What follows belongs to an exercise in optimizing a design on an open flow for small area and a short achievable clock period; a production flow would make more cautious choices. The RTL was checked by simulation tests, not by an equivalence proof against the original design. Power figures rest on the tool's default switching activity, not on a simulated workload.

==> flow/run.sh <==
#!/bin/bash
# synth_recipe.tcl (not shown) runs the flow's synth.tcl, then flattens the netlist and writes it again
# the make line also repeats each setting of config.mk as NAME=value (left out here)
make -C /OpenROAD-flow-scripts/flow DESIGN_CONFIG=/design/flow/config.mk WORK_HOME=/design/flow/orfs CLKGATE_MAP_FILE= SYNTH_SCRIPT=/design/flow/synth_recipe.tcl finish
==> flow/config.mk <==
export PLATFORM = sky130hd
export DESIGN_NAME = reduce_instr
export DESIGN_NICKNAME = reduce_instr
export VERILOG_FILES = /design/flow/design.v
export SDC_FILE = /design/flow/constraint.sdc
export NUM_CORES = 4
export LEC_CHECK = 0
export CAP_MARGIN = 20
export CORE_MARGIN = 2
export CORE_UTILIZATION = 40
export SETUP_SLACK_MARGIN = 5
export SLEW_MARGIN = 20
==> flow/constraint.sdc <==
create_clock -name core_clock -period 20.0 [get_ports {clk}]
set_input_delay 4.0000 -clock core_clock [delete_from_list [all_inputs] [get_ports {clk}]]
set_output_delay 4.0000 -clock core_clock [all_outputs]
set_load 0.01 [all_outputs]
==> flow/design.v <==
`timescale 1ns / 1ns
module reduce_instr (
	input  [81:0] packetIn,
	input  [60:0] new_comm,
	input         clk,
	input         rst,
	output        rd_en,
	output [84:0] packetOut
);
function [5:0] addr6;
	input [5:0] i;
	addr6 = {i[5], i[5]^i[2], i[4], i[4]^i[1], i[3], i[3]^i[0]};
endfunction
function [8:0] expand;
	input [5:0] a;
	expand = {1'b0, a[5:4], 1'b0, a[3:2], 1'b0, a[1:0]};
endfunction
function [5:0] rank_addr;
	input [8:0] r;
	rank_addr = (r[8:6] == 3'd0) ? addr6(r[5:0]) : 6'd0;
endfunction
reg        t_v    [0:3];
reg [8:0]  t_root [0:3];
reg [8:0]  t_lr   [0:3];
reg [2:0]  t_ch   [0:3];
reg [3:0]  t_lg   [0:3];
reg [5:0]  t_p1   [0:3];
reg [5:0]  t_p2   [0:3];
reg [5:0]  t_p3   [0:3];
wire wr = new_comm[60] && (new_comm[59:54] == 6'd0);
wire [1:0] wsel = new_comm[53:52];
integer n;
always @(posedge clk) begin
	for (n = 0; n < 4; n = n + 1) begin
		if (rst)
			t_v[n] <= 1'b0;
		else if (wr && wsel == n)
			t_v[n] <= 1'b1;
		if (wr && wsel == n) begin
			t_root[n] <= new_comm[51:43];
			t_lr[n]   <= new_comm[42:34];
			t_ch[n]   <= new_comm[33:31];
			t_lg[n]   <= new_comm[30:27];
			t_p3[n]   <= rank_addr(new_comm[26:18]);
			t_p2[n]   <= rank_addr(new_comm[17:9]);
			t_p1[n]   <= rank_addr(new_comm[8:0]);
		end
	end
end
wire [7:0] pkt_context = packetIn[53:46];
reg  [3:0] rs;
reg  [8:0] root, lr;
reg  [2:0] ch;
reg  [3:0] lg4;
reg  [5:0] p1, p2, p3;
always @(*) begin
	root = 0; lr = 0; ch = 0; lg4 = 0; p1 = 0; p2 = 0; p3 = 0;
	for (n = 0; n < 4; n = n + 1) begin
		rs[n] = (pkt_context == n) && t_v[n];
		root = root | ({9{rs[n]}} & t_root[n]);
		lr   = lr   | ({9{rs[n]}} & t_lr[n]);
		ch   = ch   | ({3{rs[n]}} & t_ch[n]);
		lg4  = lg4  | ({4{rs[n]}} & t_lg[n]);
		p1   = p1   | ({6{rs[n]}} & t_p1[n]);
		p2   = p2   | ({6{rs[n]}} & t_p2[n]);
		p3   = p3   | ({6{rs[n]}} & t_p3[n]);
	end
end
wire row_valid = |rs;
wire [2:0] lg = lg4[2:0];
wire [5:0] fa3 = (lr[1:0] == 2'd0 && ch[2] == 1'b0) ? addr6({ch[1:0], lg4}) : 6'd0;
wire [5:0] fa4 = (root[1:0] == 2'd0 && lr[8] == 1'b0) ? addr6(lr[7:2]) : 6'd0;
function [5:0] fsel;
	input [2:0] k;
	input en;
	input [5:0] a0, a1, a2, a3, a4;
	begin
		fsel = 6'd0;
		if (en) case (k)
			3'd0: fsel = a0;
			3'd1: fsel = a1;
			3'd2: fsel = a2;
			3'd3: fsel = a3;
			3'd4: fsel = a4;
			default: fsel = 6'd0;
		endcase
	end
endfunction
wire [7:0] tag_raw   = packetIn[45:38];
wire [7:0] lgmask    = ~(8'hFF << lg);
wire [7:0] t_tag     = tag_raw & lgmask;
wire [8:0] t_rank    = packetIn[62:54];
wire [3:0] t_op      = packetIn[35:32];
wire       from_guest = (packetIn[71:63] != 9'd0);
wire       vin       = packetIn[81];
wire op_bc   = (t_op == 4'b0111);
wire op_ring = (t_op == 4'b1001);
wire op_dbl  = (t_op == 4'b1110) || (t_op == 4'b1010);
reg [8:0] dst_ring;
reg       home_ring;
wire rd_en_ring = home_ring || !from_guest;
always @(posedge clk) begin
	if (rst) begin
		home_ring <= 1'b0;
		dst_ring  <= 9'd0;
	end else if (vin) begin
		dst_ring  <= home_ring ? 9'd0 : (lr == 9'd7) ? root : (lr < 9'd63) ? expand(addr6(lr[5:0] + 6'd1)) : 9'd0;
		home_ring <= from_guest && !home_ring && op_ring;
	end else
		dst_ring  <= 9'd0;
end
wire [4:0] ku = {2'b0, lg} - {2'b0, ch} - 5'd1;
wire [5:0] dst_uptree = (lr == 9'd0) ? 6'd0 : fsel(ku[2:0], !ku[4] && !ku[3], p1, p2, p3, fa3, fa4);
reg [5:0] dst_bcast;
reg [3:0] sa_b;
reg       home_b, send_home_b, one_child;
wire [5:0] kb = {3'b0, lg} - {3'b0, ch} + {2'b0, sa_b};
wire rd_en_bcast = (lr == 9'd0) ? ({2'b0, ch} == {1'b0, sa_b} + 5'd2) :
                   (ch == 3'd1) ? one_child : (home_b || lr[0]);
always @(posedge clk) begin
	if (rst) begin
		dst_bcast <= 6'd0;
		sa_b      <= 4'd0;
		home_b    <= 1'b0;
		one_child <= 1'b0;
	end else if (vin) begin
		if (ch != 3'd0 && sa_b == {1'b0, ch} - 4'd1) begin
			sa_b   <= 4'd0;
			home_b <= (lr != 9'd0);
		end else begin
			if (!home_b && op_bc) sa_b <= sa_b + 4'd1;
			home_b <= 1'b0;
		end
		case (ch)
			3'd0: dst_bcast <= 6'd0;
			3'd1: dst_bcast <= one_child ? 6'd0 : p3;
			default: dst_bcast <= send_home_b ? 6'd0 : fsel(kb[2:0], kb[5:3] == 3'd0, p1, p2, p3, fa3, fa4);
		endcase
		one_child <= (ch == 3'd1) && !one_child && op_bc;
	end
end
always @(posedge clk)
	send_home_b <= rst ? 1'b0 : home_b;
wire [2:0] tx = t_tag[2:0] ^ lr[2:0];
wire [1:0] hidx = tx[2] ? 2'd0 : tx[1] ? 2'd1 : tx[0] ? 2'd2 : 2'd0;
wire       tag_eq8 = (t_tag == lr[7:0]);
reg  [5:0] dst_halving;
always @(posedge clk) begin
	if (rst)
		dst_halving <= 6'd0;
	else if (vin)
		dst_halving <= tag_eq8 ? 6'd0 : (hidx == 2'd2) ? p3 : (hidx == 2'd1) ? p2 : p1;
end
reg [5:0] dst_doubling;
reg [3:0] sa_d;
reg       home_d, send_home_d;
wire [9:0] sub  = {1'b0, t_rank} - {1'b0, lr};
wire [8:0] diff = sub[9] ? (lr - t_rank) : sub[8:0];
reg  [3:0] base2;
integer a;
always @(*) begin
	base2 = 4'd0;
	for (a = 0; a < 9; a = a + 1)
		if (diff[a]) base2 = a + 1;
end
wire [7:0] half     = (lg == 3'd0) ? 8'd0 : (8'd1 << (lg - 3'd1));
wire       diff_half = (diff == {1'b0, half});
wire [4:0] sb       = {1'b0, sa_d} + {1'b0, base2};           
wire [5:0] xd       = {3'b0, lg} - 6'd1 - {1'b0, sb};         
wire rd_en_doubling = from_guest ? (home_d || diff_half) : ({2'b0, lg} == sb + 5'd2);
always @(posedge clk) begin
	if (rst) begin
		dst_doubling <= 6'd0;
		sa_d         <= 4'd0;
		home_d       <= 1'b0;
	end else if (vin) begin
		if (({2'b0, lg} == sb + 5'd1) && !home_d) begin
			sa_d   <= 4'd0;
			home_d <= from_guest;
		end else begin
			if (op_dbl && !home_d) sa_d <= sa_d + 4'd1;
			home_d <= 1'b0;
		end
		dst_doubling <= (send_home_d || diff_half) ? 6'd0 : fsel(xd[2:0], xd[5:3] == 3'd0, p1, p2, p3, fa3, fa4);
	end
end
always @(posedge clk)
	send_home_d <= rst ? 1'b0 : home_d;
assign rd_en = op_dbl ? rd_en_doubling : op_ring ? rd_en_ring : op_bc ? rd_en_bcast : 1'b1;
wire [8:0] pkt_dst = packetIn[80:72];
wire mfm = (pkt_dst == 9'd0) && row_valid;
reg [8:0] dsel;
reg [2:0] csel;
always @(*) begin
	dsel = 9'd0;
	csel = 3'd0;
	case (t_op)
		4'b0101, 4'b0110, 4'b1000: dsel = expand(dst_halving);
		4'b0111: dsel = expand(dst_bcast);
		4'b1001: dsel = dst_ring;
		4'b1010: dsel = expand(dst_doubling);
		4'b1011: dsel = expand(dst_uptree);
		4'b1100: begin dsel = expand(dst_uptree); csel = ch; end
		4'b1101, 4'b1111: begin
			dsel = expand(dst_halving);
			csel = (tag_eq8 && !lr[8]) ? lg : {1'b0, hidx};
		end
		4'b1110: begin
			dsel = expand(dst_doubling);
			csel = (send_home_d || diff_half) ? lg : (sb[2:0] - {2'b0, (sb >= {2'b0, lg})});
		end
		default: ;
	endcase
end
wire fwd = mfm && (dsel != 9'd0);
reg [8:0]  dst_o;
reg [2:0]  children;
reg [7:0]  tag;
reg [31:0] payload;
reg [7:0]  contextId;
reg [3:0]  op;
reg [1:0]  algtype;
reg [8:0]  rank_o, src_o;
reg        valid;
always @(posedge clk) begin
	if (rst) begin
		dst_o    <= 9'd0;
		children <= 3'd0;
		tag      <= 8'd0;
	end else begin
		dst_o    <= pkt_dst | (mfm ? dsel : 9'd0);
		children <= mfm ? csel : 3'd0;
		tag      <= tag_raw;
	end
	if (rst || !vin) begin
		payload   <= 32'd0;
		contextId <= 8'd0;
		op        <= 4'd0;
		algtype   <= 2'd0;
		rank_o    <= 9'd0;
		src_o     <= 9'd0;
		valid     <= 1'b0;
	end else begin
		payload   <= packetIn[31:0];
		contextId <= pkt_context;
		op        <= t_op;
		algtype   <= packetIn[37:36];
		rank_o    <= fwd ? lr : t_rank;
		src_o     <= fwd ? 9'd0 : packetIn[71:63];
		valid     <= 1'b1;
	end
end
assign packetOut = {children, valid, dst_o, src_o, rank_o, contextId, tag, algtype, op, payload};
endmodule
==> results.cfg, run 1 <==
[floorplan]
top_level_ports = 231
rows = 71
die-height_um = 199
dieArea_sq_um = 39600
core_sq_um = 37600
dieWidth_um = 199
initial_core_util_pct = 40.5

[setup_path]
crit_start = packetIn[49]
crit_family = compound AO/OA/AOI/OAI gates
max_stage_delay_ps = 560
reg2reg_from = t_v[0]
worst_path_max_delay_cell = clkdlybuf4s50_1
cp.arrival_ps = 10670
worstPathMaxFanout = 26
required_ps = 16000
start_kind = input pin
worstSetupPathType = input pin to output port
critPathBufInv = 3
critPathCaptureType = output port

[timing]
slew_headroom_pct = 24.2
hold_violations = 0
fin_skew_ps = 28.0
timing.fmax_ghz = 0.0682
setup_violations = 0
report.final.slew_viol_count = 0
final.period_utilization_pct = 73.3
worst_slack_ps = 5330
worst_pin_slew_ps = 1130
rsz0062_at_grt = no
finalSetupTns_ps = 0
min_period_ps = 14670

[routing]
dr.max_layer_used = met4
drt-initial-drc-count = 887
dr_wl_met2_um = 21500
wl_met1_um = 20000
detail_route.wl_per_cell_um = 20.9
wl_met3_um = 2610
wl_um = 45600
drt-vias-per-instance = 5.54
first_pass_iters = 5
vias = 12100
drc = 0
antenna_left = 0

[worst_hold_path]
hold_start = home_b
hp-class = flop to flop

[run]
cap_violations = 0

[placement]
gp_congestion = 0.983
dpl.hpwl_um = 33600
place_ws_ps = 4190
port_buffers = 230

[synthesis]
syn_avg_cell_area_sq_um = 10.6
yosysUniqueCellTypes = 91
synth_ff_type = edfxtp_1
synth.area.top_cells = edfxtp_1 34%, dfxtp_1 17%, ha_1 4.5%
synth_top_area_share_pct = 33.9
yosys_warnings = 9
synth_fp_nets = 1645
synth-seq-area-share_pct = 51.0
synth_top_area_cell = edfxtp_1
synthArstFlopShare_pct = 0
synth_edf_count = 172
netlist_area_sq_um = 15200
ys_seq_elements = 302
synthCells = 1439

[final_layout]
drive_gt1_share_pct = 7.64
antenna_cells = 0
fin_nets = 1855
final_cell_mix = 228 x clkdlybuf4s50_1, 172 x edfxtp_1, 130 x dfxtp_1, 109 x nand2_1, 103 x nor2_1
final_common_cell = clkdlybuf4s50_1
syn2layout_area_growth_pct = 26.0

[clock_network]
cts_htree_levels = 2
clock-sinks = 302
clkTransAtPathRegs_ps = 60
root_buffer = clkbuf_16
cts_hold_buf = 0
clkLatencyLatePin_ps = 540
cts_made_buffers = 34
clk_path_buf_depth = 3
cts_tree = built

[power]
vdd_drop_max_mv = 0.0426
leakage_nw = 6.68
power_density_nw_per_um2 = 73.3

[global_route]
grt_overflow = 0
grtUsageTotal_pct = 22.8
grt_max_degree = 61
grt_pass1_vias = 11700
grt_pass1_wl_um = 68400
antenna_found_initial = 0

[status]
outcome = no timing/DRC/antenna violations
## worst min-delay path: cells and delay by family, from the launching register on
kind | cells | cell delay [ps]
compound gates | 1 | 50
flops | 1 | 310
simple gates | 1 | 60
## cell families after synthesis
logic type / after synthesis / share of synthesized area, %
AO/OA/AOI/OAI: 362 / 17.2
XOR/XNOR: 61 / 3.60
adder cells (fa/ha/maj): 61 / 5.31
buffers and inverters: 141 / 3.71
flip-flops: 302 / 51.0
multiplexers: 41 / 3.23
AND/OR/NAND/NOR: 471 / 16.0
## final timing paths
path / endpoint / slack (ps) / cells past startpoint
max: rd_en / 5330 / 27
min: home_b / 470 / 2
max reg2reg: dst_doubling[3] / 12130 / 25
min reg2reg: home_b / 470 / 2
## final cells by class
class	count	area [sq um]
Clock buffer	48	977
Clock inverter	14	75.1
Fill cell	3446	18400
Inverter	60	226
Multi-Input combinational cell	996	7000
Sequential cell	302	7770
Tap cell	511	639
Timing Repair Buffer	255	2490
## cell usage after synthesis (24+ instances only)
library cell / n
a21oi_1: 61
a22o_1: 28
a22oi_1: 29
and2_1: 71
clkbuf_1: 54
dfxtp_1: 130
edfxtp_1: 172
ha_1: 55
inv_1: 57
mux2i_1: 30
nand2_1: 109
nand3_1: 46
nor2_1: 109
nor3_1: 24
o21ai_0: 65
xnor2_1: 44
## report_power, final
group	internal, mW	switching, mW
combinational	0.0757	0.0806
sequential	0.663	0.00297
clock	0.342	0.240
total	1.08	0.324
## layer usage
metal | track usage (%) | vias up
met1 | 30.7 | 5828
met4 | 8.71 | 0
li1 | - | 5749
met3 | 3.51 | 75
met2 | 37.0 | 466
met5 | 0 | -
## per-stage QoR
step	hold WS [ps]	power, mW	std cells	instance area, sq um	util [%]
floorplan	441	0.761	1439	15200	-
global placement	449	0.831	2116	18000	47.8
detailed placement	462	0.833	2116	18000	47.8
CTS	472	1.42	2179	19100	50.8
global route	480	1.46	2186	19200	51.1
finish	473	1.41	2186	19200	51.1
## repair_timing
item	4_1_cts	5_1_grt
pin swaps	1	4
setup endpoints to repair	1	1
resized for setup	11	14
endpoints found under the hold margin	0	0
setup buffers	1	7
## flip-flops by register name (all words and copies together) (netlist names), 8 cells and up
| register | count |
|---|---|
| t_lr | 36 |
| dst_ring | 9 |
| payload | 32 |
| src_o | 9 |
| t_p2 | 24 |
| contextId | 8 |
| t_root | 36 |
| t_ch | 12 |
| dst_o | 9 |
| rank_o | 9 |
| t_lg | 16 |
| t_p1 | 24 |
| t_p3 | 24 |
| tag | 8 |
==> run 2: changes to the inputs <==
--- a/flow/config.mk
+++ b/flow/config.mk
@@ -10,3 +10,2 @@
 export CORE_UTILIZATION = 40
-export SETUP_SLACK_MARGIN = 5
 export SLEW_MARGIN = 20
==> run 2 against run 1 <==
Net effect:
- wire length shrank 0.18%
- via count is essentially flat
- critical path type unchanged
- die area is the same
==> results.cfg, run 2 <==
[status]
outcome = no timing/DRC/antenna violations

[power]
power_frac_comb_pct = 11.0
p_seq_share_pct = 47.5
switchingPower_mw = 0.324
vdd_drop_max_mv = 0.0427
power_density_nw_per_um2 = 73.8
p_sw_share_pct = 23.0
internal-power_mw = 1.08
pwr-share-clk_pct = 41.5
leakage_nw = 6.61

[synthesis]
synthArstFlopShare_pct = 0
synth_top_family_by_area = compound AO/OA/AOI/OAI gates
ys_seq_elements = 302
netlist_area_sq_um = 15200
synth_top_area_share_pct = 33.9
synth.area.top_cells = edfxtp_1 34%, dfxtp_1 17%, ha_1 4.5%
synth_fp_nets = 1645
muxShareOfSynthArea_pct = 3.23
synthCells = 1439
synth_xor_area_share_pct = 3.60
yosysUniqueCellTypes = 91
synth-seq-area-share_pct = 51.0
synth-adder-area-share_pct = 5.31
yosys_warnings = 9
syn_avg_cell_area_sq_um = 10.6
yosys.cell_count.top_type = edfxtp_1
synth-compound-area-share_pct = 17.2
synth_commonest_cells = 172 x edfxtp_1, 130 x dfxtp_1, 109 x nand2_1, 109 x nor2_1, 71 x and2_1
synth_top_area_cell = edfxtp_1
synth_ff_type = edfxtp_1
synthSimpleGateAreaFrac_pct = 16.0
synth_edf_count = 172

[clock_network]
clock-sinks = 302
cts_hold_buf = 0
cts_tree = built
post-cts-setup-buffers = 0
clkLatencyLatePin_ps = 550
root_buffer = clkbuf_16
cts_htree_levels = 2
post_cts_resized = 0
cts_made_buffers = 34
clk_path_buf_depth = 3
clkTransAtPathRegs_ps = 60

[timing]
timing.fmax_ghz = 0.0633
worst_slack_ps = 4190
fin_skew_ps = 29.8
final.period_utilization_pct = 79.0
worst_pin_slew_ps = 1110
slew_headroom_pct = 25.4
min_period_ps = 15810
setup_violations = 0
finalSetupTns_ps = 0
hold_violations = 0
rsz0062_at_grt = no
report.final.slew_viol_count = 0

[final_layout]
final_common_cell = clkdlybuf4s50_1
syn2layout_area_growth_pct = 24.9
reg_top3 = t_lr (36), t_root (36), payload (32)
fin_nets = 1847
drive_gt1_share_pct = 6.30
fillers = 3463
final_cell_mix = 228 x clkdlybuf4s50_1, 172 x edfxtp_1, 130 x dfxtp_1, 109 x nand2_1, 107 x nor2_1
antenna_cells = 0

[placement]
gp_congestion = 0.983
dpl.hpwl_um = 33600
place_ws_ps = 4190
port_buffers = 230

[routing]
wl_um = 45500
detail_route.wl_per_cell_um = 20.9
first_pass_iters = 5
drc = 0
drt-vias-per-instance = 5.56
antenna_left = 0
drt-initial-drc-count = 946
vias = 12100

[setup_path]
start_kind = input pin
critPathCaptureType = output port
cpMostUsedCell = ha_1
cp.arrival_ps = 11810
required_ps = 16000
worstSetupPathType = input pin to output port
max_stage_delay_ps = 840
worst_path_max_delay_cell = nor3b_2
worstPathMaxFanout = 43

[global_route]
grtUsageTotal_pct = 22.7
grt_overflow = 0
antenna_found_initial = 0
grt_pass1_wl_um = 68300
grt_pass1_vias = 11700
grt_max_degree = 61

[floorplan]
die-height_um = 199
core_sq_um = 37600
dieWidth_um = 199
dieArea_sq_um = 39600
top_level_ports = 231
initial_core_util_pct = 40.5
rows = 71

[worst_hold_path]
hp-class = flop to flop

[run]
cap_violations = 0
-- run 2: power by group through the flow --
stage	Combinational, mW	Clock [mW]	Sequential [mW]
floorplan	0.0781	0	0.683
global placement	0.152	0	0.679
detailed placement	0.154	0	0.680
CTS	0.154	0.599	0.666
global route	0.168	0.623	0.667
finish	0.154	0.583	0.666
-- run 2: final timing paths --
kind / slack (ps) / cells after the start / to / from
worst min-delay path: 470 / 2 / home_b / home_b
worst min register to register: 470 / 2 / home_b / home_b
worst max register to register: 10890 / 24 / dst_doubling[3] / t_v[0]
worst max-delay path: 4190 / 25 / rd_en / packetIn[46]
-- run 2: worst max-delay path: cells and delay by family --
kind                     cells  cell delay [ps]
AND/OR/NAND/NOR              5             2210
AO/OA/AOI/OAI                9             1780
adder cells (fa/ha/maj)      4             1430
buffers and inverters        3             1220
XOR/XNOR                     3              790
multiplexers                 1              380
-- run 2: cell type report --
cell class / instances / area [sq um] / share of cell area (%)
Clock buffer: 48 / 977 / 5.14
Clock inverter: 14 / 75.1 / 0.395
Inverter: 60 / 225 / 1.18
Multi-Input combinational cell: 996 / 6920 / 36.4
Sequential cell: 302 / 7770 / 40.8
Tap cell: 511 / 639 / 3.36
Timing Repair Buffer: 247 / 2420 / 12.7
-- run 2: per-layer routing --
layer  track usage, %  routed length [um]
met1             30.5               19700
met4             8.62                1560
met3             3.51                2860
met5                0                   0
met2             37.0               21400
-- run 2: per-stage QoR --
stage	hold WS, ps	power (mW)	area [sq um]	std cells	utilization (%)
5_1_grt	480	1.46	19000	2178	50.6
4_1_cts	472	1.42	19000	2178	50.6
3_5_place_dp	462	0.833	18000	2116	47.8
6_report	472	1.40	19000	2178	50.6
3_3_place_gp	449	0.831	18000	2116	47.8
2_1_floorplan	441	0.761	15200	1439	-
-- run 2: cells by family (layout without fill, tap and decap cells) --
logic type / count (synthesis) / count (layout)
buffers and inverters: 141 / 369
XOR/XNOR: 61 / 61
AO/OA/AOI/OAI: 362 / 362
flip-flops: 302 / 302
AND/OR/NAND/NOR: 471 / 471
adder cells (fa/ha/maj): 61 / 61
multiplexers: 41 / 41
==> run 3: changes to the inputs <==
--- a/flow/design.v
+++ b/flow/design.v
@@ -156,6 +156,20 @@
 reg       home_d, send_home_d;
-wire [9:0] sub  = {1'b0, t_rank} - {1'b0, lr};
-wire [8:0] diff = sub[9] ? (lr - t_rank) : sub[8:0];
-reg  [3:0] base2;
+wire [9:0] s = {1'b0, t_rank} - {1'b0, lr};
+reg  [10:0] zh, oh;    
+reg  [10:0] zl;        
+reg  [9:0]  zm;        
 integer a;
+always @(*) begin
+	zh[10] = 1'b1; oh[10] = 1'b1;
+	for (a = 9; a >= 0; a = a - 1) begin
+		zh[a] = zh[a+1] & ~s[a];
+		oh[a] = oh[a+1] & s[a];
+	end
+	zl[0] = 1'b1;
+	for (a = 0; a < 10; a = a + 1)
+		zl[a+1] = zl[a] & ~s[a];
+	for (a = 0; a < 10; a = a + 1)
+		zm[a] = zh[a] | (oh[a] & ~zl[a]);
+end
+reg [3:0] base2;
 always @(*) begin
@@ -163,9 +177,21 @@
 	for (a = 0; a < 9; a = a + 1)
-		if (diff[a]) base2 = a + 1;
-end
-wire [7:0] half     = (lg == 3'd0) ? 8'd0 : (8'd1 << (lg - 3'd1));
-wire       diff_half = (diff == {1'b0, half});
+		if (!zm[a]) base2 = a + 1;
+end
+reg diff_half;
+always @(*) begin
+	diff_half = zh[0];
+	for (a = 0; a < 7; a = a + 1)
+		if (lg == a + 1) diff_half = zl[a] & s[a] & (zh[a+1] | oh[a+1]);
+end
+wire [4:0] tq = {2'b0, lg} - 5'd2 - {1'b0, sa_d};
+reg eq_t;
+always @(*) begin
+	eq_t = 1'b0;
+	if (tq == 5'd0) eq_t = zh[0];
+	for (a = 1; a < 6; a = a + 1)
+		if (tq == a) eq_t = zm[a] & ~zm[a-1];
+end
 wire [4:0] sb       = {1'b0, sa_d} + {1'b0, base2};           
 wire [5:0] xd       = {3'b0, lg} - 6'd1 - {1'b0, sb};         
-wire rd_en_doubling = from_guest ? (home_d || diff_half) : ({2'b0, lg} == sb + 5'd2);
+wire rd_en_doubling = from_guest ? (home_d || diff_half) : eq_t;
 always @(posedge clk) begin
--- a/flow/config.mk
+++ b/flow/config.mk
@@ -7,2 +7,3 @@
 export LEC_CHECK = 0
+export ABC_AREA = 1
 export CAP_MARGIN = 20
@@ -10,2 +11,3 @@
 export CORE_UTILIZATION = 40
+export SETUP_SLACK_MARGIN = 5
 export SLEW_MARGIN = 20
==> run 3 against run 2 <==
Net effect:
- still clean on timing, DRC and antenna
- via count increased by 1.7%
- clock skew decreased by 3.0 ps
- synthesized area down 2.0%
- worst hold slack lost 6.5 ps
- cell count is 7.8% higher
- clock power grew 6.0%
==> results.cfg, run 3 <==
[routing]
drt-initial-drc-count = 985
wl_um = 44800
antenna_left = 0
first_pass_iters = 5
drc = 0
vias = 12300
detail_route.wl_per_cell_um = 19.1
drt-vias-per-instance = 5.25

[timing]
setup_violations = 0
timing.fmax_ghz = 0.0734
worst_pin_slew_ps = 1140
min_period_ps = 13620
finalSetupTns_ps = 0
fin_skew_ps = 26.9
rsz0062_at_grt = no
final.period_utilization_pct = 68.1
holdWs_ps = 465
slew_headroom_pct = 23.7
hold_violations = 0
report.final.slew_viol_count = 0

[setup_path]
start_kind = input pin
critPathCaptureType = output port
max_stage_delay_ps = 580
cp.arrival_ps = 9620
worstPathMaxFanout = 37
cpMostUsedCell = nand2_1
worst_path_max_delay_cell = clkdlybuf4s50_1
required_ps = 16000
worstSetupPathType = input pin to output port

[clock_network]
cts_made_buffers = 35
clock-sinks = 302
clkTransAtPathRegs_ps = 60
post_cts_resized = 0
post-cts-setup-buffers = 0
cts_hold_buf = 0
root_buffer = clkbuf_16
cts_tree = built
clk_path_buf_depth = 3
clkLatencyLatePin_ps = 550
cts_htree_levels = 2

[power]
vdd_drop_max_mv = 0.0600
p_sw_share_pct = 23.2
power_density_nw_per_um2 = 75.1
internal-power_mw = 1.09
p_seq_share_pct = 47.0
power_frac_comb_pct = 9.4
pwr-share-clk_pct = 43.6
finalPower_mw = 1.42
switchingPower_mw = 0.329
leakage_nw = 7.47

[synthesis]
syn_avg_cell_area_sq_um = 9.28
yosysUniqueCellTypes = 65
ys_seq_elements = 302
synthArstFlopShare_pct = 0
synth-seq-area-share_pct = 52.1
synthCells = 1608
synth.area.top_cells = edfxtp_1 35%, dfxtp_1 17%, inv_1 6.1%
synth_top_area_cell = edfxtp_1
synth_commonest_cells = 241 x inv_1, 202 x nor2_1, 201 x nand2_1
synth_ff_type = edfxtp_1
yosys_warnings = 9
netlist_area_sq_um = 14900
synth_edf_count = 172
synth_top_area_share_pct = 34.6
yosys.cell_count.top_type = inv_1
synth_fp_nets = 1809

[floorplan]
initial_core_util_pct = 40.7
die-height_um = 197
dieArea_sq_um = 38900
top_level_ports = 231
rows = 70
core_sq_um = 36700
dieWidth_um = 197

[final_layout]
final_util_pct = 51.5
syn2layout_area_growth_pct = 26.7
postLayoutCellArea_sq_um = 18900
reg_top3 = t_lr (36), t_root (36), payload (32)
antenna_cells = 0
fin_nets = 2057
drive_gt1_share_pct = 9.15
final_cell_mix = 241 x inv_1, 229 x clkdlybuf4s50_1, 201 x nor2_1, 201 x nand2_1, 172 x edfxtp_1
multi_input_area_sq_um = 6040
fillers = 3409
seq_area_sq_um = 7770
final_common_cell = inv_1

[run]
cap_violations = 0

[worst_hold_path]
hp-class = flop to flop

[placement]
gp_congestion = 1.01
placed_area_sq_um = 17800
port_buffers = 230
dpl.hpwl_um = 32900

[status]
outcome = no timing/DRC/antenna violations

[global_route]
grt_max_degree = 47
grtUsageTotal_pct = 23.1
antenna_found_initial = 0
grt_pass1_wl_um = 68200
grt_pass1_vias = 12000
grt_overflow = 0
-- run 3: metrics by stage --
stage,cells,setup WS (ps)
after floorplan,1608,8240
after global placement,2287,6460
after detailed placement,2287,6370
after CTS,2348,6370
after global routing,2348,5850
final,2348,6380
-- run 3: cell type report --
cell class / instances / area share [%]
timing repair buffer: 247 / 12.8
tap: 468 / 3.10
sequential: 302 / 41.1
inverter: 262 / 5.24
multi-input combinational: 1008 / 32.0
clock inverter: 18 / 1.01
clock buffer: 43 / 4.79
-- run 3: power by group through the flow --
stage          combinational (mW)  sequential (mW)  clock, mW
3_5_place_dp                0.133            0.680          0
3_3_place_gp                0.130            0.680          0
4_1_cts                     0.133            0.667      0.634
2_1_floorplan              0.0618            0.683          0
6_report                    0.134            0.667      0.618
5_1_grt                     0.147            0.667      0.660
-- run 3: critical path, delay by kind of cell --
| family | cells | cell delay, ps |
|---|---|---|
| and+or+nand+nor | 24 | 2590 |
| adders and majority gates | 2 | 630 |
| AOI/OAI and AO/OA | 3 | 560 |
| buffers and inverters | 6 | 1820 |
-- run 3: final timing paths --
check,from,end,slack (ps),depth (start not counted)
max,packetIn[47],rd_en,6380,35
min,one_child,one_child,470,2
max reg2reg,t_v[1],dst_doubling[3],10940,41
min reg2reg,one_child,one_child,470,2
-- run 3: cells by family (layout without fill, tap and decap cells) --
kind of cell	after synthesis	after routing	share of synthesized area, %
flip-flops	302	302	52.1
AO/OA/AOI/OAI	296	296	13.1
AND/OR/NAND/NOR	615	615	19.5
XOR/XNOR	41	41	2.63
buffers and inverters	298	570	7.69
adder cells (fa/ha/maj)	56	56	5.00
-- run 3: routing by layer --
metal	vias to the layer above	wire length (um)	global-route usage, %
met5	-	0	0
met4	0	1370	8.52
met3	75	2390	3.50
met2	360	20900	37.8
met1	5914	20100	30.9
li1	5969	-	-
==> run 4: changes to the inputs <==
==> flow/flow/run.sh (new file) <==
#!/bin/bash
# Standard layout, with plain buf_1 cells as the port buffers.
set -euo pipefail
export BUFFER_PORTS_ARGS="-buffer_cell sky130_fd_sc_hd__buf_1"
bash standard.sh finish > standard.log 2>&1
==> flow/standard.sh (new file) <==
#!/bin/bash
# synth_recipe.tcl (not shown) runs the flow's synth.tcl, then flattens the netlist and writes it again
# the make line also repeats each setting of config.mk as NAME=value (left out here)
make -C /OpenROAD-flow-scripts/flow DESIGN_CONFIG=/design/flow/config.mk WORK_HOME=/design/flow/orfs CLKGATE_MAP_FILE= SYNTH_SCRIPT=/design/flow/synth_recipe.tcl "${@:-finish}"
removed: flow/run.sh
==> run 4 against run 3 <==
Net effect:
- wire length shrank 5.3%
- still clean on timing, DRC and antenna
- synthesized area is the same
- maximum frequency grew 5.8%
- die area is the same
- total power shrank 1.5%
- setup slack gained 750 ps
- worst hold slack gained 0.82 ps
- cell count grew 0.17%
==> results.cfg, run 4 <==
[setup_path]
start_kind = input pin
critPathBufInv = 6
worstSetupPathType = input pin to output port
worst_path_max_delay_cell = nor2_1
max_stage_delay_ps = 480
crit_family = simple AND/OR/NAND/NOR gates
required_ps = 16000
cp.arrival_ps = 8880
cpMostUsedCell = nand2_1
worst-r2r-cell-count = 41
worstPathMaxFanout = 37
critPathCaptureType = output port
cp.depth = 35

[synthesis]
synthArstFlopShare_pct = 0
synth_edf_count = 172
synthCells = 1608
synth_top_area_cell = edfxtp_1
synth_fp_nets = 1809
netlist_area_sq_um = 14900
synth_top_area_share_pct = 34.6
synth_ff_type = edfxtp_1
yosysUniqueCellTypes = 65
syn_avg_cell_area_sq_um = 9.28
yosys.cell_count.top_type = inv_1
synth-seq-area-share_pct = 52.1
synth_commonest_cells = 241 x inv_1, 202 x nor2_1, 201 x nand2_1
ys_seq_elements = 302
yosys_warnings = 9
synth.area.top_cells = edfxtp_1 35%, dfxtp_1 17%, inv_1 6.1%

[final_layout]
seq_area_sq_um = 7770
fillers = 3539
final_common_cell = inv_1
multi_input_area_sq_um = 6030
final_util_pct = 47.7
fin_nets = 2060
fin_cells = 2352
final_cell_mix = 241 x inv_1, 229 x buf_1, 202 x nor2_1, 201 x nand2_1, 172 x edfxtp_1
antenna_cells = 0
reg_top3 = t_lr (36), t_root (36), payload (32)
drive_gt1_share_pct = 9.13
syn2layout_area_growth_pct = 17.3

[floorplan]
core_sq_um = 36700
initial_core_util_pct = 40.7
top_level_ports = 231
dieArea_sq_um = 38900
die-height_um = 197
rows = 70
dieWidth_um = 197

[routing]
drt-initial-drc-count = 1044
drt-vias-per-instance = 5.22
drc = 0
detail_route.wl_per_cell_um = 18.0
wl_um = 42400
vias = 12300
antenna_left = 0
first_pass_iters = 5

[timing]
final.period_utilization_pct = 64.4
worst_pin_slew_ps = 1180
report.final.slew_viol_count = 0
rsz0062_at_grt = no
hold_violations = 0
timing.fmax_ghz = 0.0777
slew_headroom_pct = 20.9
finalSetupTns_ps = 0
setup_violations = 0
min_period_ps = 12880
fin_skew_ps = 26.5

[clock_network]
root_buffer = clkbuf_16
cts_htree_levels = 2
clk_path_buf_depth = 3
clkTransAtPathRegs_ps = 60
cts_tree = built
post_cts_resized = 0
post-cts-setup-buffers = 0
clock-sinks = 302
cts_hold_buf = 0
clkLatencyLatePin_ps = 540
cts_made_buffers = 35

[global_route]
grt_max_degree = 47
grt_pass1_wl_um = 64300
grt_overflow = 0
grt_pass1_vias = 11700
grtUsageTotal_pct = 21.6
antenna_found_initial = 0

[power]
vdd_drop_max_mv = 0.0924
power_density_nw_per_um2 = 79.8
leakage_nw = 6.91

[placement]
port_buffers = 230
dpl.hpwl_um = 31000
dp_cells = 2290
gp_congestion = 0.973

[run]
cap_violations = 0

[worst_hold_path]
whs_path_depth = 2
hp-class = flop to flop

[status]
outcome = no timing/DRC/antenna violations
[run 4: worst reg2reg max path, delay by kind of cell, from the launching register on]
| kind | cells | cell delay (ps) |
|---|---|---|
| AO/OA/AOI/OAI | 9 | 2620 |
| XOR/XNOR | 1 | 480 |
| adder cells (fa/ha/maj) | 5 | 1650 |
| buffers and inverters | 7 | 990 |
| flip-flops | 1 | 390 |
| AND/OR/NAND/NOR | 19 | 2740 |
[run 4: cell families after synthesis]
family,share of synthesized area (%)
AO/OA/AOI/OAI,13.1
flip-flops,52.1
AND/OR/NAND/NOR,19.5
XOR/XNOR,2.63
adder cells (fa/ha/maj),5.00
buffers and inverters,7.69
[run 4: layer usage]
layer,wire length [um],part of all wire (%),vias up,global-route usage (%)
met3,2510,5.9,89,3.38
met1,18700,44,5781,28.1
met2,19600,46,421,35.8
met4,1560,3.7,2,8.77
met5,53,0.13,-,1.02
li1,-,-,5977,-
[run 4: layout make-up]
cell class              count  share of cell area, %
well taps                 468                   3.34
clock inverters            19                   1.09
repair buffers            250                   5.80
inverters                 262                   5.66
multi-input cells        1008                   34.5
flip-flops and latches    302                   44.4
clock buffers              43                   5.29
[run 4: final timing paths]
| check | slack (ps) | from | end |
|---|---|---|---|
| setup / recovery | 7120 | packetIn[47] | rd_en |
| setup reg to reg | 11070 | t_v[1] | dst_doubling[3] |
| hold / removal | 470 | dst_halving[4] | dst_halving[4] |
| hold reg to reg | 470 | dst_halving[4] | dst_halving[4] |
[run 4: report_power, final]
group	internal, mW	switching (mW)
combinational	0.0358	0.0696
clock	0.371	0.255
sequential	0.664	0.00309
[run 4: stage by stage]
step / hold slack [ps] / setup WS, ps / cell area [sq um] / total power, mW
floorplan: 440 / 8240 / 14900 / 0.745
finish: 466 / 7120 / 17500 / 1.40
CTS: 469 / 7090 / 17500 / 1.41
global route: 491 / 6580 / 17500 / 1.45
detailed placement: 459 / 7090 / 16400 / 0.785
global placement: 453 / 7280 / 16400 / 0.782
==> run 5: changes to the inputs <==
==> flow/flow/run.sh (replaced) <==
#!/bin/bash
# Standard layout, with plain buf_1 cells as the port buffers and a larger
# setup target for the timing repair steps.
set -euo pipefail
export BUFFER_PORTS_ARGS="-buffer_cell sky130_fd_sc_hd__buf_1"
export SETUP_SLACK_MARGIN=8
bash standard.sh finish > standard.log 2>&1
--- a/flow/config.mk
+++ b/flow/config.mk
@@ -11,3 +11,2 @@
 export CORE_UTILIZATION = 40
-export SETUP_SLACK_MARGIN = 5
 export SLEW_MARGIN = 20
==> run 5 against run 4 <==
Net effect:
- critical endpoint unchanged
- setup slack gained 1000 ps
- sequential power about the same
- wire length is 6.1% higher
- flip-flop and latch count unchanged
- highest routed layer is now met4
- cell area grew 5.3%
- count of clock-buffer cells in the layout stayed put
==> results.cfg, run 5 <==
[clock_network]
clkLatencyLatePin_ps = 540
cts_made_buffers = 35
clock-sinks = 302
cts_tree = built
cts_hold_buf = 0
cts_htree_levels = 2
root_buffer = clkbuf_16
clkTransAtPathRegs_ps = 60
clk_path_buf_depth = 3

[synthesis]
synth_edf_count = 172
synth_commonest_cells = 241 x inv_1, 202 x nor2_1, 201 x nand2_1
yosys_warnings = 9
yosysUniqueCellTypes = 65
synth-seq-area-share_pct = 52.1
synthCells = 1608
synth_top_area_cell = edfxtp_1
synth_ff_type = edfxtp_1
synth_top_area_share_pct = 34.6
synth.area.top_cells = edfxtp_1 35%, dfxtp_1 17%, inv_1 6.1%
yosys.cell_count.top_type = inv_1
synth_fp_nets = 1809
ys_seq_elements = 302
synthArstFlopShare_pct = 0
netlist_area_sq_um = 14900
syn_avg_cell_area_sq_um = 9.28

[final_layout]
fillers = 3419
final_common_cell = inv_1
drive_gt1_share_pct = 13.8
syn2layout_area_growth_pct = 23.5
antenna_cells = 0
final_util_pct = 50.2
postLayoutCellArea_sq_um = 18400
final_cell_mix = 234 x inv_1, 220 x buf_1, 197 x nor2_1, 194 x nand2_1, 172 x edfxtp_1
fin_cells = 2401
reg_top3 = t_lr (36), t_root (36), payload (32)
fin_nets = 2109

[power]
power_density_nw_per_um2 = 76.3
vdd_drop_max_mv = 0.0846
leakage_nw = 7.31
finalPower_mw = 1.41

[routing]
first_pass_iters = 5
drt-initial-drc-count = 967
drt-vias-per-instance = 5.29
vias = 12700
drc = 0
wl_um = 45000
detail_route.wl_per_cell_um = 18.7
antenna_left = 0

[timing]
timing.fmax_ghz = 0.0845
min_period_ps = 11830
report.final.slew_viol_count = 0
worst_pin_slew_ps = 1170
finalSetupTns_ps = 0
rsz0062_at_grt = yes
slew_headroom_pct = 21.7
final.period_utilization_pct = 59.1
setup_violations = 0
hold_violations = 0
fin_skew_ps = 28.8

[worst_hold_path]
hp-class = flop to flop

[floorplan]
die-height_um = 197
rows = 70
core_sq_um = 36700
dieArea_sq_um = 38900
initial_core_util_pct = 40.7
top_level_ports = 231
dieWidth_um = 197

[setup_path]
worstSetupPathType = input pin to output port
cp.arrival_ps = 7830
required_ps = 16000
start_kind = input pin
cpMostUsedCell = nand2_1
worst_path_max_delay_cell = fa_2
max_stage_delay_ps = 330
worstPathMaxFanout = 6
critPathCaptureType = output port

[run]
cap_violations = 0

[status]
outcome = no timing/DRC/antenna violations

[placement]
dp_cells = 2290
gp_congestion = 0.973
dpl.hpwl_um = 31000
placed_area_sq_um = 16400
port_buffers = 230

[global_route]
grtUsageTotal_pct = 22.6
grt_max_degree = 47
grt_pass1_wl_um = 67300
grt_pass1_vias = 12100
grt_overflow = 0
antenna_found_initial = 0
## run 5: changes by cell type in the layout (fill, tap and decap cells not counted), moves of 5 or more
cell | previous run | this run
buf_1 | 229 | 220
buf_4 | 20 | 60
inv_1 | 241 | 234
nand2_1 | 201 | 194
nand2_4 | 9 | 14
nor2_1 | 202 | 197
nor2_4 | 5 | 13
## run 5: final cells by class
type / instances / area, sq um / share of cell area, %
Inverter: 262 / 1050 / 5.72
Multi-Input combinational cell: 1008 / 6330 / 34.4
Clock inverter: 19 / 191 / 1.04
Timing Repair inverter: 2 / 17.5 / 0.0951
Sequential cell: 302 / 7770 / 42.2
Tap cell: 468 / 586 / 3.18
Clock buffer: 43 / 926 / 5.02
Timing Repair Buffer: 297 / 1550 / 8.43
## run 5: critical path: cells and delay by family
kind / cells / cell delay [ps]
buf+inv: 6 / 570
compound gates: 2 / 440
fa+ha+maj: 2 / 490
simple gates: 26 / 2280
## run 5: kinds of logic after synthesis
kind of cell	Yosys count	share of synthesized area, %
simple gates	615	19.5
flops	302	52.1
buf+inv	298	7.69
compound gates	296	13.1
fa+ha+maj	56	5.00
xor+xnor	41	2.63
## run 5: what timing repair did
action | in CTS | in global routing
cloned | 6 | 1
pin swaps | 13 | 38
endpoints found under the setup margin | 7 | 1
setup buffers | 14 | 28
gates resized for setup | 51 | 59
## run 5: worst paths after layout
path                           to  slack [ps]            from  cells after the start
hold / removal     dst_halving[4]         470  dst_halving[4]                      2
hold reg to reg    dst_halving[4]         470  dst_halving[4]                      2
setup reg to reg  dst_doubling[3]       12110          t_v[1]                     40
setup / recovery            rd_en        8170    packetIn[52]                     36
## run 5: power by group
group	internal, mW	leakage, nW	switching [mW]
combinational	0.0400	4.29	0.0733
sequential	0.664	2.47	0.00312
clock	0.371	0.544	0.255
total	1.07	7.31	0.331
## run 5: stage by stage
stage               hold slack, ps  setup slack (ps)
floorplan                      440              8240
global placement               453              7280
detailed placement             459              7090
CTS                            469              8000
global route                   491              7840
finish                         467              8170
## run 5: per-layer routing
metal	track usage (%)	share of wire, %	up-vias
met5	0	0	-
met4	8.97	3.3	0
met1	29.4	43	6106
li1	-	-	6077
met2	38.1	48	431
met3	3.24	5.7	84
==> run 6: changes to the inputs <==
--- a/flow/flow/run.sh
+++ b/flow/flow/run.sh
@@ -5,3 +5,3 @@
 export BUFFER_PORTS_ARGS="-buffer_cell sky130_fd_sc_hd__buf_1"
-export SETUP_SLACK_MARGIN=8
+export SETUP_SLACK_MARGIN=10
 bash standard.sh finish > standard.log 2>&1
==> run 6 against run 5 <==
Net effect:
- core utilization grew 0.21 points
- highest routed layer unchanged
- largest cell class unchanged
- count of clock-buffer cells in the layout grew 3
- flip-flop and latch count is the same
- die area is the same
- sequential share of layout area shrank 0.18 points
==> results.cfg, run 6 <==
[floorplan]
initial_core_util_pct = 40.7
dieArea_sq_um = 38900
top_level_ports = 231
core_sq_um = 36700
dieWidth_um = 197
die-height_um = 197
rows = 70

[synthesis]
synth_fp_nets = 1809
synth.area.top_cells = edfxtp_1 35%, dfxtp_1 17%, inv_1 6.1%
ys_seq_elements = 302
synth-seq-area-share_pct = 52.1
synthArstFlopShare_pct = 0
yosysUniqueCellTypes = 65
syn_avg_cell_area_sq_um = 9.28
synth_top_area_cell = edfxtp_1
synth_ff_type = edfxtp_1
synth_commonest_cells = 241 x inv_1, 202 x nor2_1, 201 x nand2_1
yosys.cell_count.top_type = inv_1
synth_top_area_share_pct = 34.6
synth_edf_count = 172
netlist_area_sq_um = 14900
yosys_warnings = 9
synthCells = 1608

[clock_network]
root_buffer = clkbuf_16
clkTransAtPathRegs_ps = 60
cts_tree = built
clk_path_buf_depth = 3
cts_made_buffers = 35
cts_hold_buf = 0
cts_htree_levels = 2
clkLatencyLatePin_ps = 550
clock-sinks = 302

[power]
leakage_nw = 7.33
power_density_nw_per_um2 = 75.9
vdd_drop_max_mv = 0.0437

[final_layout]
multi_input_area_sq_um = 6380
drive_gt1_share_pct = 14.7
syn2layout_area_growth_pct = 24.0
final_cell_mix = 235 x inv_1, 220 x buf_1, 194 x nor2_1, 190 x nand2_1, 172 x edfxtp_1
seq_area_sq_um = 7770
fin_nets = 2118
fin_cells = 2412
fillers = 3421
final_common_cell = inv_1
reg_top3 = t_lr (36), t_root (36), payload (32)

[global_route]
grt_max_degree = 48
grtUsageTotal_pct = 23.1
grt_pass1_wl_um = 68000
use_met3_pct = 3.28
grt_overflow = 0
met2_usage_pct = 38.0
grt_use_met1_pct = 30.8
grt_busiest_layer = met2
antenna_found_initial = 1
grt_pass1_vias = 12100

[worst_hold_path]
hold_start = t_v[0]
hp-class = flop to flop
whs_path_depth = 2
hold_end = t_v[0]

[timing]
finalSetupTns_ps = 0
worst_slack_ps = 8250
worst_pin_slew_ps = 1090
slew_headroom_pct = 27.3
final.period_utilization_pct = 58.7
rsz0062_at_grt = yes
report.final.slew_viol_count = 0
setup_violations = 0
min_period_ps = 11750
hold_violations = 0
timing.fmax_ghz = 0.0851
fin_skew_ps = 28.2

[setup_path]
cpMostUsedCell = nand2_1
required_ps = 16000
crit_family = simple AND/OR/NAND/NOR gates
rr_endpoint = dst_doubling[5]
worst-r2r-cell-count = 42
reg2reg_from = t_v[2]
worstSetupPathType = input pin to output port
max_stage_delay_ps = 270
critPathBufInv = 7
critPathCaptureType = output port
start_kind = input pin
cp.arrival_ps = 7750
worst_path_max_delay_cell = ha_1
rrSetupSlack_ps = 13250
worstPathMaxFanout = 11

[placement]
place_ws_ps = 7220
port_buffers = 230
gp_congestion = 0.979
dpl.hpwl_um = 31800
dp_cells = 2287

[routing]
wl_um = 45200
antenna_left = 0
first_pass_iters = 5
drt-vias-per-instance = 5.23
drt-initial-drc-count = 857
drc = 0
vias = 12600
detail_route.wl_per_cell_um = 18.7

[status]
outcome = no timing/DRC/antenna violations

[run]
cap_violations = 0
==> run 6: cell counts after synthesis <==
No cell type changed its count.
==> run 6: power by group <==
part	switching (mW)	internal [mW]	total [mW]
logic	0.0746	0.0440	0.119
registers	0.00303	0.664	0.667
clock network	0.259	0.360	0.619
==> run 6: worst max-delay path by stage <==
| stage | start | endpoint | cells past startpoint |
|---|---|---|---|
| global route | packetIn[52] | rd_en | 37 |
| CTS | packetIn[52] | rd_en | 38 |
| global placement | packetIn[46] | rd_en | 22 |
| finish | packetIn[52] | rd_en | 36 |
| detailed placement | packetIn[46] | rd_en | 21 |
| floorplan | packetIn[53] | rd_en | 37 |
==> run 6: stage by stage <==
stage / cell area, sq um / power, mW / utilization [%] / hold WS [ps]
after floorplan: 15000 / 0.746 / - / 440
after global placement: 16400 / 0.784 / 44.8 / 452
after detailed placement: 16400 / 0.786 / 44.8 / 456
after CTS: 18200 / 1.41 / 49.7 / 466
after global routing: 18500 / 1.45 / 50.4 / 490
final: 18500 / 1.40 / 50.4 / 467
==> run 6: cells by family after synthesis <==
group	count (synthesis)	synth area share, %
xor+xnor	41	2.63
buf+inv	298	7.69
flops	302	52.1
simple gates	615	19.5
fa+ha+maj	56	5.00
compound gates	296	13.1
==> run 6: final cells by class <==
| type | count | share of cell area, % |
|---|---|---|
| Clock buffer | 46 | 5.07 |
| Timing Repair inverter | 4 | 0.189 |
| Tap cell | 468 | 3.16 |
| Sequential cell | 302 | 42.0 |
| Timing Repair Buffer | 304 | 8.55 |
| Antenna cell | 1 | 0.0135 |
| Multi-Input combinational cell | 1008 | 34.5 |
| Clock inverter | 17 | 0.926 |
| Inverter | 262 | 5.65 |
==> run 6: repair_timing <==
action | 4_1_cts | 5_1_grt
resized for setup | 71 | 34
buffers inserted | 41 | 14
cloned | 6 | 0
pin swaps | 32 | 35
hold endpoints to repair | 0 | 0
setup endpoints to repair | 15 | 10
==> run 6: metal layers <==
| layer | vias to the layer above | part of all wire (%) |
|---|---|---|
| li1 | 6104 | - |
| met3 | 95 | 6.0 |
| met5 | - | 0 |
| met2 | 430 | 46 |
| met4 | 0 | 3.5 |
| met1 | 5979 | 44 |
==> run 6: worst reg2reg max path, delay by kind of cell, from the launching register on <==
family	cells	cell delay (ps)
AND/OR/NAND/NOR	16	2230
adder cells (fa/ha/maj)	4	1250
buffers and inverters	10	880
flip-flops	1	320
XOR/XNOR	2	330
AO/OA/AOI/OAI	10	1680
==> run 7: changes to the inputs <==
==> flow/flow/run.sh (replaced) <==
#!/bin/bash
# Standard layout, with plain buf_1 cells as the port buffers, a larger setup
# target for the timing repair steps and a lighter clock tree.
set -euo pipefail
export BUFFER_PORTS_ARGS="-buffer_cell sky130_fd_sc_hd__buf_1"
export SETUP_SLACK_MARGIN=10
export CTS_ARGS="-sink_clustering_enable -repair_clock_nets -buf_list sky130_fd_sc_hd__clkbuf_8 -dont_use_dummy_load"
bash standard.sh finish > standard.log 2>&1
==> run 7 against run 6 <==
Net effect:
- still clean on timing, DRC and antenna
- die area is the same
- via count shrank 0.34%
- core utilization decreased by 1.1 points
- synthesized area unchanged
- wire length grew 0.13%
- critical path type unchanged
- critical endpoint unchanged
- largest cell class unchanged
- largest power group unchanged
==> results.cfg, run 7 <==
[status]
outcome = no timing/DRC/antenna violations

[synthesis]
synthArstFlopShare_pct = 0
synth-seq-area-share_pct = 52.1
synth_top_area_share_pct = 34.6
synth_fp_nets = 1809
synth_commonest_cells = 241 x inv_1, 202 x nor2_1, 201 x nand2_1
syn_avg_cell_area_sq_um = 9.28
ys_seq_elements = 302
yosys_warnings = 9
synth_edf_count = 172
synth.area.top_cells = edfxtp_1 35%, dfxtp_1 17%, inv_1 6.1%
yosys.cell_count.top_type = inv_1
synthCells = 1608
netlist_area_sq_um = 14900
synth_top_area_cell = edfxtp_1
yosysUniqueCellTypes = 65
synth_ff_type = edfxtp_1

[floorplan]
die-height_um = 197
dieArea_sq_um = 38900
rows = 70
initial_core_util_pct = 40.7
core_sq_um = 36700
dieWidth_um = 197
top_level_ports = 231

[clock_network]
clkLatencyLatePin_ps = 620
cts_htree_levels = 2
cts_made_buffers = 49
root_buffer = clkbuf_8
clkTransAtPathRegs_ps = 60
clock-sinks = 302
cts_tree = built
clk_path_buf_depth = 3

[setup_path]
critPathCaptureType = output port
cpMostUsedCell = nand2_1
required_ps = 16000
worst_path_max_delay_cell = ha_1
max_stage_delay_ps = 380
worstSetupPathType = input pin to output port
worstPathMaxFanout = 6
rrSetupSlack_ps = 13140
cp.arrival_ps = 7730
start_kind = input pin

[global_route]
grt_max_degree = 48
grt_overflow = 0
grt_pass1_wl_um = 67700
antenna_found_initial = 1
grtUsageTotal_pct = 23.0
grt_pass1_vias = 12200

[worst_hold_path]
hp-class = flop to flop

[timing]
final.period_utilization_pct = 58.7
worst_pin_slew_ps = 1070
slew_headroom_pct = 28.4
timing.fmax_ghz = 0.0852
min_period_ps = 11730
setup_violations = 0
finalSetupTns_ps = 0
hold_violations = 0
fin_skew_ps = 78.2
rsz0062_at_grt = yes
report.final.slew_viol_count = 0
holdWs_ps = 451

[final_layout]
final_common_cell = inv_1
drive_gt1_share_pct = 14.8
final_util_pct = 49.3
final_cell_mix = 235 x inv_1, 220 x buf_1, 195 x nor2_1, 189 x nand2_1, 172 x edfxtp_1
syn2layout_area_growth_pct = 21.2
reg_top3 = t_lr (36), t_root (36), payload (32)
fin_nets = 2132
fillers = 3490
seq_area_sq_um = 7770
multi_input_area_sq_um = 6400
fin_cells = 2398

[power]
vdd_drop_max_mv = 0.0443
leakage_nw = 7.15
internal-power_mw = 0.923
switchingPower_mw = 0.294
p_sw_share_pct = 24.2
pwr-share-clk_pct = 35.4
p_seq_share_pct = 54.8
power_density_nw_per_um2 = 67.3
power_frac_comb_pct = 9.7

[placement]
gp_congestion = 0.979
dpl.hpwl_um = 31800
port_buffers = 230
dp_cells = 2287

[routing]
drt-vias-per-instance = 5.24
vias = 12600
antenna_left = 0
drc = 0
drt-initial-drc-count = 892
wl_um = 45200
detail_route.wl_per_cell_um = 18.9
first_pass_iters = 5

[run]
cap_violations = 0
run 7: cell counts after synthesis:
No cell type changed its count.
run 7: power by group through the flow:
stage | clock network [mW] | logic, mW | registers (mW)
4_1_cts | 0.447 | 0.113 | 0.667
5_1_grt | 0.467 | 0.131 | 0.668
6_report | 0.431 | 0.118 | 0.667
3_5_place_dp | 0 | 0.106 | 0.680
2_1_floorplan | 0 | 0.0629 | 0.683
3_3_place_gp | 0 | 0.104 | 0.680
run 7: routing by layer:
metal / share of wire [%] / GRT usage, %
met2: 47 / 37.9
met1: 44 / 30.4
met3: 6.2 / 3.40
met4: 3.2 / 9.36
met5: 0 / 0
run 7: kinds of logic (layout without fill, tap and decap cells):
family	count (synthesis)	count (layout)	share of synthesized area (%)
other	0	1	0
adder cells (fa/ha/maj)	56	56	5.00
flip-flops	302	302	52.1
XOR/XNOR	41	41	2.63
AND/OR/NAND/NOR	615	615	19.5
buffers and inverters	298	619	7.69
AO/OA/AOI/OAI	296	296	13.1
run 7: worst max-delay path, delay by kind of cell:
| kind | cells | cell delay [ps] |
|---|---|---|
| simple gates | 24 | 2260 |
| buf+inv | 6 | 760 |
| fa+ha+maj | 1 | 380 |
| compound gates | 3 | 300 |
run 7: repair_timing:
item	CTS	global route
buffers inserted	40	14
pin swaps	32	41
cloned	6	1
endpoints found under the setup margin	15	9
resized for setup	71	37
hold buffers	0	0
run 7: worst paths after layout:
check / from / to / depth (start not counted)
setup / recovery: packetIn[50] / rd_en / 34
hold / removal: home_d / send_home_d / 2
setup reg to reg: t_v[1] / dst_doubling[1] / 42
hold reg to reg: home_d / send_home_d / 2
run 7: layout make-up:
type	instances	share of cell area, %
Multi-Input combinational cell	1008	35.4
Tap cell	468	3.24
Antenna cell	1	0.0138
Sequential cell	302	42.9
Clock buffer	49	3.73
Inverter	262	5.78
Timing Repair inverter	5	0.242
Timing Repair Buffer	303	8.66
run 7: metrics by stage:
stage / setup WS, ps / total power, mW / instance area (sq um)
floorplan: 8530 / 0.746 / 15000
global placement: 7390 / 0.784 / 16400
detailed placement: 7220 / 0.786 / 16400
CTS: 8280 / 1.23 / 17800
global route: 7950 / 1.27 / 18100
finish: 8270 / 1.22 / 18100
==> run 8: changes to the inputs <==
--- a/flow/flow/run.sh
+++ b/flow/flow/run.sh
@@ -6,3 +6,3 @@
 export SETUP_SLACK_MARGIN=10
-export CTS_ARGS="-sink_clustering_enable -repair_clock_nets -buf_list sky130_fd_sc_hd__clkbuf_8 -dont_use_dummy_load"
+export CTS_ARGS="-sink_clustering_enable -repair_clock_nets -buf_list sky130_fd_sc_hd__clkbuf_4 -dont_use_dummy_load"
 bash standard.sh finish > standard.log 2>&1
==> run 8 against run 7 <==
Net effect:
- still clean
- via count grew 1.2%
- die area is the same
- maximum frequency shrank 0.17%
- count of clock-buffer cells in the layout grew 31
- worst hold slack gained 17 ps
- synthesized area is the same
- clock power shrank 8.1%
- critical path type unchanged
- critical endpoint unchanged
- highest routed layer unchanged
==> results.cfg, run 8 <==
[synthesis]
netlist_area_sq_um = 14900
synth_edf_count = 172
ys_seq_elements = 302
yosysUniqueCellTypes = 65
synth-seq-area-share_pct = 52.1
synthArstFlopShare_pct = 0
yosys.cell_count.top_type = inv_1
synth_top_area_cell = edfxtp_1
synth_fp_nets = 1809
synthCells = 1608
yosys_warnings = 9
synth.area.top_cells = edfxtp_1 35%, dfxtp_1 17%, inv_1 6.1%
synth_commonest_cells = 241 x inv_1, 202 x nor2_1, 201 x nand2_1
synth_ff_type = edfxtp_1
syn_avg_cell_area_sq_um = 9.28
synth_top_area_share_pct = 34.6

[floorplan]
die-height_um = 197
dieArea_sq_um = 38900
dieWidth_um = 197
top_level_ports = 231
initial_core_util_pct = 40.7
rows = 70
core_sq_um = 36700

[global_route]
grt_use_met1_pct = 30.3
grt_max_degree = 48
grtUsageTotal_pct = 23.0
antenna_found_initial = 3
grt_pass1_vias = 12300
grt_pass1_wl_um = 68000
met2_usage_pct = 38.0
grt_overflow = 0
use_met3_pct = 4.00
grt_busiest_layer = met2

[timing]
worst_pin_slew_ps = 1130
setup_violations = 0
worst_slack_ps = 8250
hold_violations = 0
report.final.slew_viol_count = 0
rsz0062_at_grt = yes
slew_headroom_pct = 24.7
timing.fmax_ghz = 0.0851
finalSetupTns_ps = 0
holdWs_ps = 468
min_period_ps = 11750
fin_skew_ps = 83.7
final.period_utilization_pct = 58.8

[clock_network]
cts_tree = built
clock-sinks = 302
cts_made_buffers = 80
cts_hold_buf = 0
clk_path_buf_depth = 3
cts_htree_levels = 3
clkTransAtPathRegs_ps = 50
root_buffer = clkbuf_4
clkLatencyLatePin_ps = 740

[routing]
drc = 0
first_pass_iters = 5
drt-vias-per-instance = 5.21
detail_route.wl_per_cell_um = 18.5
wl_um = 45200
drt-initial-drc-count = 744
vias = 12700
antenna_left = 0

[setup_path]
worstPathMaxFanout = 5
start_kind = input pin
max_stage_delay_ps = 250
critPathCaptureType = output port
cp.arrival_ps = 7750
required_ps = 16000
worst_path_max_delay_cell = ha_4
worstSetupPathType = input pin to output port
rrSetupSlack_ps = 13180
cpMostUsedCell = nor2_4

[placement]
port_buffers = 230
dp_cells = 2287
dpl.hpwl_um = 31800
gp_congestion = 0.979
place_ws_ps = 7220
placed_area_sq_um = 16400

[power]
finalPower_mw = 1.18
vdd_drop_max_mv = 0.0417
power_density_nw_per_um2 = 65.4
leakage_nw = 7.20

[status]
outcome = no timing/DRC/antenna violations

[final_layout]
fin_cells = 2439
postLayoutCellArea_sq_um = 18100
reg_top3 = t_lr (36), t_root (36), payload (32)
fin_nets = 2168
syn2layout_area_growth_pct = 21.1
final_util_pct = 49.2
final_common_cell = inv_1
drive_gt1_share_pct = 16.3
final_cell_mix = 235 x inv_1, 220 x buf_1, 195 x nor2_1, 189 x nand2_1, 172 x edfxtp_1

[run]
cap_violations = 0

[worst_hold_path]
hp-class = flop to flop
run 8: cell count changes in the layout (fill, tap and decap cells not counted), moves of 5 or more:
cell,change
diode_2,+5
clkbuf_8,-49
buf_4,+5
clkbuf_4,+80
run 8: what timing repair did:
action                     CTS  global route
resized for setup           71            36
setup endpoints to repair   14             7
pin swaps                   32            40
hold endpoints to repair     0             0
cloned                       6             1
setup buffers               41            18
run 8: final cells by class:
cell class | instances | area, sq um
Timing Repair Buffer | 308 | 1600
Clock buffer | 80 | 601
Tap cell | 468 | 586
Timing Repair inverter | 5 | 43.8
Antenna cell | 6 | 15.0
Inverter | 262 | 1040
Multi-Input combinational cell | 1008 | 6410
Fill cell | 3484 | 18600
Sequential cell | 302 | 7770
run 8: cell families after synthesis:
kind of cell / count (synthesis) / synth area share, %
flip-flops: 302 / 52.1
buffers and inverters: 298 / 7.69
AO/OA/AOI/OAI: 296 / 13.1
XOR/XNOR: 41 / 2.63
AND/OR/NAND/NOR: 615 / 19.5
adder cells (fa/ha/maj): 56 / 5.00
run 8: worst paths after layout:
kind	startpoint	end	cells past startpoint
setup reg to reg	t_v[1]	dst_doubling[5]	42
hold reg to reg	dst_doubling[3]	dst_doubling[3]	2
hold / removal	dst_doubling[3]	dst_doubling[3]	2
setup / recovery	packetIn[52]	rd_en	31
run 8: worst max-delay path: cells and delay by family:
family	cells	cell delay, ps
AOI/OAI and AO/OA	7	910
adders and majority gates	1	250
buffers and inverters	6	690
and+or+nand+nor	17	1880
run 8: report_power, final:
part / switching, mW / internal, mW / total, mW
Sequential: 0.00303 / 0.664 / 0.667
Clock: 0.215 / 0.181 / 0.396
Combinational: 0.0747 / 0.0438 / 0.118
run 8: routing by layer:
layer,up-vias,part of all wire (%)
met1,5976,44
met4,0,2.8
met2,457,47
met5,-,0
met3,81,5.9
li1,6200,-

## what the ideal ports hide
The results above use ideal ports. As a check the final layouts listed here were re-extracted and re-timed, cells and wires unchanged. Step 1: set_driving_cell puts a clkbuf_16 on clk and a buf_2 on each other input, an assumption about the parent block. Step 2 adds t to the input delays and takes it off the output delays; t is the mean of the earliest and latest rising clock arrival at the registers after step 1. Input paths then give back, and output paths get back, about the clock's delay inside the block. a / b / c = no drivers / after step 1 / after step 2; a / b = the first two.
run | t, ns | setup slack, ns | hold WS [ns] | worst slew at a driven data input, ns | pins driven straight from the clock port
run 1 | 0.587 | 5.333 / 5.310 / 5.310 | 0.473 / 0.473 / 0.473 | 0.08 | 1
run 2 | 0.593 | 4.190 / 4.169 / 4.169 | 0.472 / 0.472 / 0.472 | 0.08 | 1
run 3 | 0.587 | 6.378 / 6.341 / 6.341 | 0.465 / 0.465 / 0.465 | 0.06 | 1
run 4 | 0.579 | 7.124 / 7.088 / 7.088 | 0.466 / 0.466 / 0.466 | 0.08 | 1
run 5 | 0.583 | 8.171 / 8.118 / 8.118 | 0.467 / 0.467 / 0.467 | 0.08 | 1
run 6 | 0.589 | 8.252 / 8.199 / 8.199 | 0.467 / 0.467 / 0.467 | 0.08 | 1
run 7 | 0.629 | 8.268 / 8.201 / 8.201 | 0.451 / 0.451 / 0.451 | 0.08 | 1
run 8 | 0.745 | 8.248 / 8.205 / 8.205 | 0.468 / 0.468 / 0.468 | 0.08 | 1
After both steps every run listed still meets setup and hold. The setup slack of run 7, which loses most, moves by -0.067 ns with the drivers and by -0.067 ns with both steps.
